From an optimization exercise on the open Yosys and OpenROAD flow, aimed at small area; shortcuts taken in it are not production practice. At most, simulation tests tie the RTL to the original design; equivalence was not proved.

==> run Z <==
## Smiley_Block_T
module	Smiley_Block_T	(
					input	logic	clk,
					input	logic	resetN,
					input	logic	startOfFrame,
					input	logic	[10:0] pixelX,
					input	logic	[10:0] pixelY,
					input	logic	collision,
					input	logic	up_key,
					input	logic	down_key,
					input	logic	right_key,
					input	logic	left_key,
					output	logic	smileyDR,
					output	logic	[7:0] smileyRGB,
					output	logic	move,
					output	logic	[10:0] topLeftX,
					output	logic	[10:0] topLeftY
);
clock: 8.0 ns
lec_check: 0
cap_margin: 20
core_margin: 2
core_utilization: 65
slew_margin: 20
standard.sh (not shown) runs the stock make flow with config.mk's settings and CLKGATE_MAP_FILE= SYNTH_SCRIPT=/design/flow/synth_recipe.tcl, a recipe that flattens the netlist after the stock synthesis.
==> flow/flow/run.sh <==
#!/bin/bash
# Own layout flow: the standard layout (standard.sh), with two changes:
#  - synthesis maps the logic with an area-oriented ABC script (flow/area.abc)
#    and without adder-cell extraction; registers are mapped as in the
#    standard synthesis (flow/synth_area.tcl sources synth_recipe.tcl's steps);
#  - port buffers use the smallest buffer cell (buf_1);
#  - clock tree synthesis without dummy loads, from the smaller clock buffers.
# Each tool's output is in orfs/logs; make's own output is in flow_make.log.
set -euo pipefail
W=$(pwd)
export AREA_ABC_SCRIPT=$W/flow/area.abc
bash standard.sh SYNTH_SCRIPT=$W/flow/synth_area.tcl \
  "BUFFER_PORTS_ARGS=-buffer_cell sky130_fd_sc_hd__buf_1" \
  "CTS_ARGS=-sink_clustering_enable -repair_clock_nets -dont_use_dummy_load -buf_list {sky130_fd_sc_hd__clkbuf_4 sky130_fd_sc_hd__clkbuf_8}" \
  finish > $W/flow_make.log 2>&1
==> flow/flow/area.abc <==
strash
&get -n
&deepsyn -J 50 -T 120 -S 1
&put
dch -f
amap
topo
==> flow/flow/synth_area.tcl <==
# The standard flow's synthesis (synth_recipe.tcl) with an area-oriented ABC script in place of
# ORFS's, and without the full/half adder cell extraction. Registers are
# mapped exactly as in the standard synthesis (ABC only remaps the logic).
proc synth {args} { yosys synth -nofsm -noshare {*}$args }
proc extract_fa {args} { }
proc abc {args} {
  set i [lsearch -exact $args -script]
  if { $i >= 0 } { set args [lreplace $args $i [expr {$i + 1}] -script $::env(AREA_ABC_SCRIPT)] }
  set i [lsearch -exact $args -D]
  if { $i >= 0 } { set args [lreplace $args $i [expr {$i + 1}]] }
  yosys abc {*}$args
}
source $::env(SCRIPTS_DIR)/synth.tcl
# left out here: clear keep_hierarchy, flatten, clean up, hide names made inside functions, write 1_2_yosys.v
==> run K (differences from run Z) <==
--- a/flow/flow/run.sh
+++ b/flow/flow/run.sh
@@ -12,4 +12,4 @@
 bash standard.sh SYNTH_SCRIPT=$W/flow/synth_area.tcl \
   "BUFFER_PORTS_ARGS=-buffer_cell sky130_fd_sc_hd__buf_1" \
-  "CTS_ARGS=-sink_clustering_enable -repair_clock_nets -dont_use_dummy_load -buf_list {sky130_fd_sc_hd__clkbuf_4 sky130_fd_sc_hd__clkbuf_8}" \
+  "CTS_ARGS=-repair_clock_nets -dont_use_dummy_load -buf_list {sky130_fd_sc_hd__clkbuf_16}" \
   finish > $W/flow_make.log 2>&1
==> run C (differences from run Z) <==
- CORE_UTILIZATION: 65 -> 50
==> notes <==
Run C produced a clean layout. Run Z finished clean. Run K produced a clean layout.
In sequential cell count, run C and run Z do not differ.
In synthesized area, run K and run Z do not differ.
Synthesized cell count is the same in run C and run K.
In clock-buffer cell count, run C and run K do not differ.
Maximum frequency: run Z < run K < run C.
Worst setup slack: run C > run K > run Z.
Critical path depth is the same in run K and run Z.

* * *

==> lagoon: inputs <==
Another version of the RTL of Smiley_Block_T (not shown whole).
Settings: LEC_CHECK=0, CAP_MARGIN=20, CORE_MARGIN=2, CORE_UTILIZATION=65, SLEW_MARGIN=20; clock period 8.0 ns.
==> flow/flow/run.sh <==
#!/bin/bash
# Own layout flow: the standard layout (standard.sh), with two changes:
#  - synthesis maps the logic with an area-oriented ABC script (flow/area.abc)
#    and without adder-cell extraction; registers are mapped as in the
#    standard synthesis (flow/synth_area.tcl sources synth_recipe.tcl's steps);
#  - port buffers use the smallest buffer cell (buf_1);
#  - clock tree synthesis without dummy loads, from the smaller clock buffers.
# Each tool's output is in orfs/logs; make's own output is in flow_make.log.
set -euo pipefail
W=$(pwd)
export AREA_ABC_SCRIPT=$W/flow/area.abc
bash standard.sh SYNTH_SCRIPT=$W/flow/synth_area.tcl \
  "BUFFER_PORTS_ARGS=-buffer_cell sky130_fd_sc_hd__buf_1" \
  "CTS_ARGS=-sink_clustering_enable -repair_clock_nets -dont_use_dummy_load -buf_list {sky130_fd_sc_hd__clkbuf_4 sky130_fd_sc_hd__clkbuf_8}" \
  finish > $W/flow_make.log 2>&1
Scripts as last shown in full above: flow/flow/area.abc, flow/flow/synth_area.tcl
==> inputs of pepper, as changes to lagoon <==
==> flow/design.v (replaced) <==
module	Smiley_Block_T	(
					input	logic	clk,
					input	logic	resetN,
					input	logic	startOfFrame,
					input	logic	[10:0] pixelX,
					input	logic	[10:0] pixelY,
					input	logic	collision,
					input	logic	up_key,
					input	logic	down_key,
					input	logic	right_key,
					input	logic	left_key,
					output	logic	smileyDR,
					output	logic	[7:0] smileyRGB,
					output	logic	move,
					output	logic	[10:0] topLeftX,
					output	logic	[10:0] topLeftY
);
localparam logic [2:0] IDLE0 = 3'd0, IDLE1 = 3'd1, MOVE = 3'd2, WAITF = 3'd3,
                       PCHG = 3'd4, PLIM = 3'd5;
logic [2:0]  state, state_n;
logic [15:1] xpos, xpos_n;       
logic [14:0] ypos, ypos_n;       
logic [15:6] xpos_h;             
logic [5:1]  xpos_l;             
logic [14:6] ypos_h;
logic [5:0]  ypos_l;
assign xpos = {xpos_h, xpos_l};
assign ypos = {ypos_h, ypos_l};
logic        xnz, xneg, ynz, yneg;       
logic        xnz_n, xneg_n, ynz_n, yneg_n;
logic [1:0]  dir, dir_n;         
logic        inbox;              
logic [4:0]  offx, offy;         
logic [1:0]  rgb1, rgb;          
logic [3:0]  hit1, hit;          
logic        started;            
assign started = (state != IDLE0);
logic [15:1] xadd;
logic [14:0] yadd;
logic        xlo, xhi, ylo, yhi;
always_comb begin
	xadd = '0;
	yadd = '0;
	if (state == PCHG) begin
		if (xnz) xadd = xneg ? -15'sd20 : 15'sd20;
		if (ynz) yadd = yneg ? -15'sd40 : 15'sd40;
	end else if (state == MOVE && collision) begin
		if (hit[1])      xadd = -15'sd1;
		else if (hit[3]) xadd = 15'sd1;
		if (hit[0])      yadd = -15'sd2;
		else if (hit[2]) yadd = 15'sd2;
	end
end
assign xlo = (xpos[15:7] == 9'd0);                                   
assign xhi = xpos[15] & (&xpos[11:8]) & xpos[6] & (|xpos[5:1]);      
assign ylo = (ypos[14:7] == 8'd0);                                   
assign yhi = ypos[14] & ypos[13] & (&ypos[10:8]) & ypos[6] & (|ypos[5:0]);  
always_comb begin
	state_n = state;
	xpos_n  = xpos + xadd;
	ypos_n  = ypos + yadd;
	xnz_n = xnz; xneg_n = xneg; ynz_n = ynz; yneg_n = yneg;
	dir_n = dir;
	case (state)
	IDLE0, IDLE1: begin
		xpos_n = 15'd140;    
		ypos_n = 15'd185;
		xnz_n = 1'b1; xneg_n = 1'b0; ynz_n = 1'b1; yneg_n = 1'b0;
		state_n = startOfFrame ? MOVE : IDLE1;
	end
	MOVE: begin
		if (up_key) begin
			ynz_n = 1'b1; yneg_n = 1'b1; xnz_n = 1'b0; dir_n = 2'd0;
		end else if (down_key) begin
			ynz_n = 1'b1; yneg_n = 1'b0; xnz_n = 1'b0; dir_n = 2'd1;
		end else if (right_key) begin
			xnz_n = 1'b1; xneg_n = 1'b0; ynz_n = 1'b0; dir_n = 2'd2;
		end else if (left_key) begin
			xnz_n = 1'b1; xneg_n = 1'b1; ynz_n = 1'b0; dir_n = 2'd3;
		end
		if (collision) begin
			xnz_n = 1'b0; ynz_n = 1'b0;
			state_n = WAITF;
		end
		if (startOfFrame) state_n = PCHG;
	end
	WAITF: if (startOfFrame) state_n = PCHG;
	PCHG: state_n = PLIM;
	PLIM: begin
		if (xlo) begin xpos_n = 15'd64;    xneg_n = 1'b0; end    
		if (xhi) begin xpos_n = 15'd18336; xneg_n = 1'b1; end    
		if (ylo) begin ypos_n = 15'd128;   yneg_n = 1'b0; end
		if (yhi) begin ypos_n = 15'd26432; yneg_n = 1'b1; end
		state_n = MOVE;
	end
	default: state_n = IDLE0;
	endcase
end
always_ff @(posedge clk or negedge resetN)
	if (!resetN) begin
		state <= IDLE0;
		dir   <= 2'd0;
		xpos_h <= '0;
		ypos_h <= '0;
	end else begin
		state <= state_n;
		dir   <= dir_n;
		xpos_h <= xpos_n[15:6];
		ypos_h <= ypos_n[14:6];
	end
always_ff @(posedge clk) begin
	xpos_l <= xpos_n[5:1];
	ypos_l <= ypos_n[5:0];
	xnz <= xnz_n; xneg <= xneg_n; ynz <= ynz_n; yneg <= yneg_n;
end
assign topLeftX = {1'b0, xpos[15:6]};
assign topLeftY = {2'b0, ypos[14:6]};
assign move     = started & (xnz | ynz);
logic [11:0] dx, dy;
assign dx = {pixelX[10], pixelX} - {2'b0, xpos[15:6]};
assign dy = {pixelY[10], pixelY} - {3'b0, ypos[14:6]};
assign inbox = (dx[11:5] == 7'd0) && (dy[11:5] == 7'd0);
assign offx = dx[4:0];
assign offy = dy[4:0];
logic [4:0] row, col;
always_comb begin
	case (dir_n)
	2'd0: begin row = offx; col = ~offy; end
	2'd1: begin row = offx; col = offy;  end
	2'd2: begin row = offy; col = offx;  end
	default: begin row = offy; col = ~offx; end
	endcase
end
logic [4:0] l1, r1, l0, r0;
always_comb
	case (row)
	5'd0: l1 = 5'd14;
	5'd1: l1 = 5'd11;
	5'd2: l1 = 5'd8;
	5'd3: l1 = 5'd7;
	5'd4: l1 = 5'd5;
	5'd5: l1 = 5'd4;
	5'd6: l1 = 5'd4;
	5'd7: l1 = 5'd3;
	5'd8: l1 = 5'd2;
	5'd9: l1 = 5'd2;
	5'd10: l1 = 5'd1;
	5'd11: l1 = 5'd1;
	5'd12: l1 = 5'd1;
	5'd13: l1 = 5'd0;
	5'd14: l1 = 5'd0;
	5'd15: l1 = 5'd0;
	5'd16: l1 = 5'd0;
	5'd17: l1 = 5'd0;
	5'd18: l1 = 5'd0;
	5'd19: l1 = 5'd1;
	5'd20: l1 = 5'd1;
	5'd21: l1 = 5'd1;
	5'd22: l1 = 5'd2;
	5'd23: l1 = 5'd2;
	5'd24: l1 = 5'd3;
	5'd25: l1 = 5'd3;
	5'd26: l1 = 5'd4;
	5'd27: l1 = 5'd5;
	5'd28: l1 = 5'd7;
	5'd29: l1 = 5'd8;
	5'd30: l1 = 5'd10;
	5'd31: l1 = 5'd13;
	endcase
always_comb
	case (row)
	5'd0: r1 = 5'd18;
	5'd1: r1 = 5'd22;
	5'd2: r1 = 5'd24;
	5'd3: r1 = 5'd26;
	5'd4: r1 = 5'd27;
	5'd5: r1 = 5'd28;
	5'd6: r1 = 5'd29;
	5'd7: r1 = 5'd30;
	5'd8: r1 = 5'd30;
	5'd9: r1 = 5'd30;
	5'd10: r1 = 5'd28;
	5'd11: r1 = 5'd25;
	5'd12: r1 = 5'd23;
	5'd13: r1 = 5'd21;
	5'd14: r1 = 5'd19;
	5'd15: r1 = 5'd17;
	5'd16: r1 = 5'd17;
	5'd17: r1 = 5'd19;
	5'd18: r1 = 5'd21;
	5'd19: r1 = 5'd23;
	5'd20: r1 = 5'd25;
	5'd21: r1 = 5'd27;
	5'd22: r1 = 5'd29;
	5'd23: r1 = 5'd30;
	5'd24: r1 = 5'd30;
	5'd25: r1 = 5'd29;
	5'd26: r1 = 5'd28;
	5'd27: r1 = 5'd27;
	5'd28: r1 = 5'd26;
	5'd29: r1 = 5'd24;
	5'd30: r1 = 5'd22;
	5'd31: r1 = 5'd19;
	endcase
always_comb
	case (row)
	5'd0: l0 = 5'd14;
	5'd1: l0 = 5'd10;
	5'd2: l0 = 5'd8;
	5'd3: l0 = 5'd7;
	5'd4: l0 = 5'd6;
	5'd5: l0 = 5'd5;
	5'd6: l0 = 5'd4;
	5'd7: l0 = 5'd3;
	5'd8: l0 = 5'd2;
	5'd9: l0 = 5'd2;
	5'd10: l0 = 5'd1;
	5'd11: l0 = 5'd1;
	5'd12: l0 = 5'd1;
	5'd13: l0 = 5'd0;
	5'd14: l0 = 5'd0;
	5'd15: l0 = 5'd0;
	5'd16: l0 = 5'd0;
	5'd17: l0 = 5'd0;
	5'd18: l0 = 5'd0;
	5'd19: l0 = 5'd1;
	5'd20: l0 = 5'd1;
	5'd21: l0 = 5'd1;
	5'd22: l0 = 5'd2;
	5'd23: l0 = 5'd2;
	5'd24: l0 = 5'd3;
	5'd25: l0 = 5'd4;
	5'd26: l0 = 5'd4;
	5'd27: l0 = 5'd5;
	5'd28: l0 = 5'd7;
	5'd29: l0 = 5'd8;
	5'd30: l0 = 5'd10;
	5'd31: l0 = 5'd14;
	endcase
always_comb
	case (row)
	5'd0: r0 = 5'd19;
	5'd1: r0 = 5'd22;
	5'd2: r0 = 5'd24;
	5'd3: r0 = 5'd26;
	5'd4: r0 = 5'd27;
	5'd5: r0 = 5'd28;
	5'd6: r0 = 5'd29;
	5'd7: r0 = 5'd30;
	5'd8: r0 = 5'd30;
	5'd9: r0 = 5'd29;
	5'd10: r0 = 5'd27;
	5'd11: r0 = 5'd25;
	5'd12: r0 = 5'd23;
	5'd13: r0 = 5'd21;
	5'd14: r0 = 5'd19;
	5'd15: r0 = 5'd17;
	5'd16: r0 = 5'd17;
	5'd17: r0 = 5'd19;
	5'd18: r0 = 5'd21;
	5'd19: r0 = 5'd23;
	5'd20: r0 = 5'd25;
	5'd21: r0 = 5'd27;
	5'd22: r0 = 5'd29;
	5'd23: r0 = 5'd30;
	5'd24: r0 = 5'd30;
	5'd25: r0 = 5'd29;
	5'd26: r0 = 5'd28;
	5'd27: r0 = 5'd27;
	5'd28: r0 = 5'd26;
	5'd29: r0 = 5'd24;
	5'd30: r0 = 5'd22;
	5'd31: r0 = 5'd19;
	endcase
function automatic logic ge5(input logic [4:0] a, input logic [4:0] b);
	logic g;
	g = 1'b1;
	for (int i = 0; i < 5; i++)
		g = (a[i] & ~b[i]) | ((a[i] | ~b[i]) & g);
	ge5 = g;
endfunction
logic [1:0] pix;
assign pix[1] = ~(ge5(col, l1) & ge5(r1, col));
assign pix[0] = ~(ge5(col, l0) & ge5(r0, col));
logic [3:0] hit_lut;
always_comb begin
	case ({offy[4:3], offx[4:3]})
	4'h0: hit_lut = 4'hC; 4'h1: hit_lut = 4'h4; 4'h2: hit_lut = 4'h4; 4'h3: hit_lut = 4'h6;
	4'h4: hit_lut = 4'h8; 4'h5: hit_lut = 4'hC; 4'h6: hit_lut = 4'h6; 4'h7: hit_lut = 4'h2;
	4'h8: hit_lut = 4'h8; 4'h9: hit_lut = 4'h9; 4'hA: hit_lut = 4'h3; 4'hB: hit_lut = 4'h2;
	4'hC: hit_lut = 4'h9; 4'hD: hit_lut = 4'h1; 4'hE: hit_lut = 4'h1; default: hit_lut = 4'h3;
	endcase
end
always_ff @(posedge clk or negedge resetN)
	if (!resetN) begin
		rgb1 <= 2'b11;
		hit1 <= 4'h0;
		rgb  <= 2'b00;
	end else begin
		rgb1 <= inbox ? pix : 2'b11;
		hit1 <= inbox ? hit_lut : 4'h0;
		rgb  <= rgb1;
	end
always_ff @(posedge clk)
	hit <= hit1;
assign smileyRGB = {{6{started}}, rgb};
assign smileyDR  = ~(started & rgb[1] & rgb[0]);
endmodule
==> impl_metrics.env <==
export IMPL_synth_seq_area_share_pct=34.6
export IMPL_syn_instance_count=521
export IMPL_post_dp_hpwl_mm=6.88
export IMPL_gr_usage_met2_pct=49.1
export IMPL_pg_comb_mw=1.20
export IMPL_final_cell_mix="nor2_1 (109), clkinv_1 (68), buf_1 (57)"
export IMPL_netlist_top_cells_count="nor2_1 (109), clkinv_1 (68), nand2_1 (56), o21ai_0 (51), a21oi_1 (46)"
export IMPL_clk_latency_ns=0.30
export IMPL_wl_met3_um=625
export IMPL_nonClkBufAreaFrac_pct=5.86
export IMPL_status="timing/DRC/antenna clean"
export IMPL_final_area_um2=3740
export IMPL_finalPower_mw=1.78
export IMPL_met2_length_mm=4.15
export IMPL_ir_drop_v=0.000431
export IMPL_drt_iter0_markers=292
export IMPL_pg_seq_mw=0.442
export IMPL_p_leak_nw=1.39
The numbers above come from lagoon.

==> impl_metrics.env <==
export IMPL_status="timing/DRC/antenna clean"
export IMPL_post_dp_hpwl_mm=7.98
export IMPL_pg_comb_mw=1.17
export IMPL_clk_latency_ns=0.31
export IMPL_nonClkBufAreaFrac_pct=5.70
export IMPL_final_cell_mix="nor2_1 (104), clkinv_1 (81), buf_1 (57)"
export IMPL_p_leak_nw=1.40
export IMPL_finalPower_mw=1.70
export IMPL_synth_seq_area_share_pct=33.7
export IMPL_wl_met3_um=745
export IMPL_ir_drop_v=0.000233
export IMPL_met2_length_mm=4.89
export IMPL_gr_usage_met2_pct=57.8
export IMPL_pg_seq_mw=0.394
export IMPL_power_frac_clock_pct=8.1
The numbers above come from pepper.

For pepper, only the layout was checked, not whether the RTL still works.

==> what the ideal ports hide <==
The flow's constraints put no driver on any port. The routed layouts listed below were extracted and timed again, unchanged, in two steps.
Step 1 assumes that a clkbuf_16 drives the clock port and a buf_2 every other input.
Step 2 times the ports against the registers' clock, not the clock port: input delays grow and output delays shrink by t, the midpoint of the rising clock arrivals with the driver on.
a / b / c = ideal ports / drivers / drivers and shift; a / b = the first two.
| run | shift t [ns] | setup WS [ns] | worst setup path after step 2 | slew at the worst register clock pin (ns) |
|---|---|---|---|---|
| run Z | 0.317 | 1.628 / 1.636 / 1.320 | input to register | 0.09 / 0.09 |
| run K | 0.315 | 1.631 / 1.646 / 1.331 | input to register | 0.07 / 0.07 |
| run C | 0.323 | 1.728 / 1.738 / 1.416 | input to register | 0.10 / 0.10 |
| lagoon | 0.326 | 2.348 / 2.354 / 2.029 | input to register | 0.09 / 0.09 |
| pepper | 0.328 | 2.248 / 2.259 / 1.931 | input to register | 0.10 / 0.10 |
After both steps setup and hold are still met in every run listed. For lagoon, which loses most, drivers alone change the setup slack by +0.006 ns; drivers and shift together by -0.319 ns.
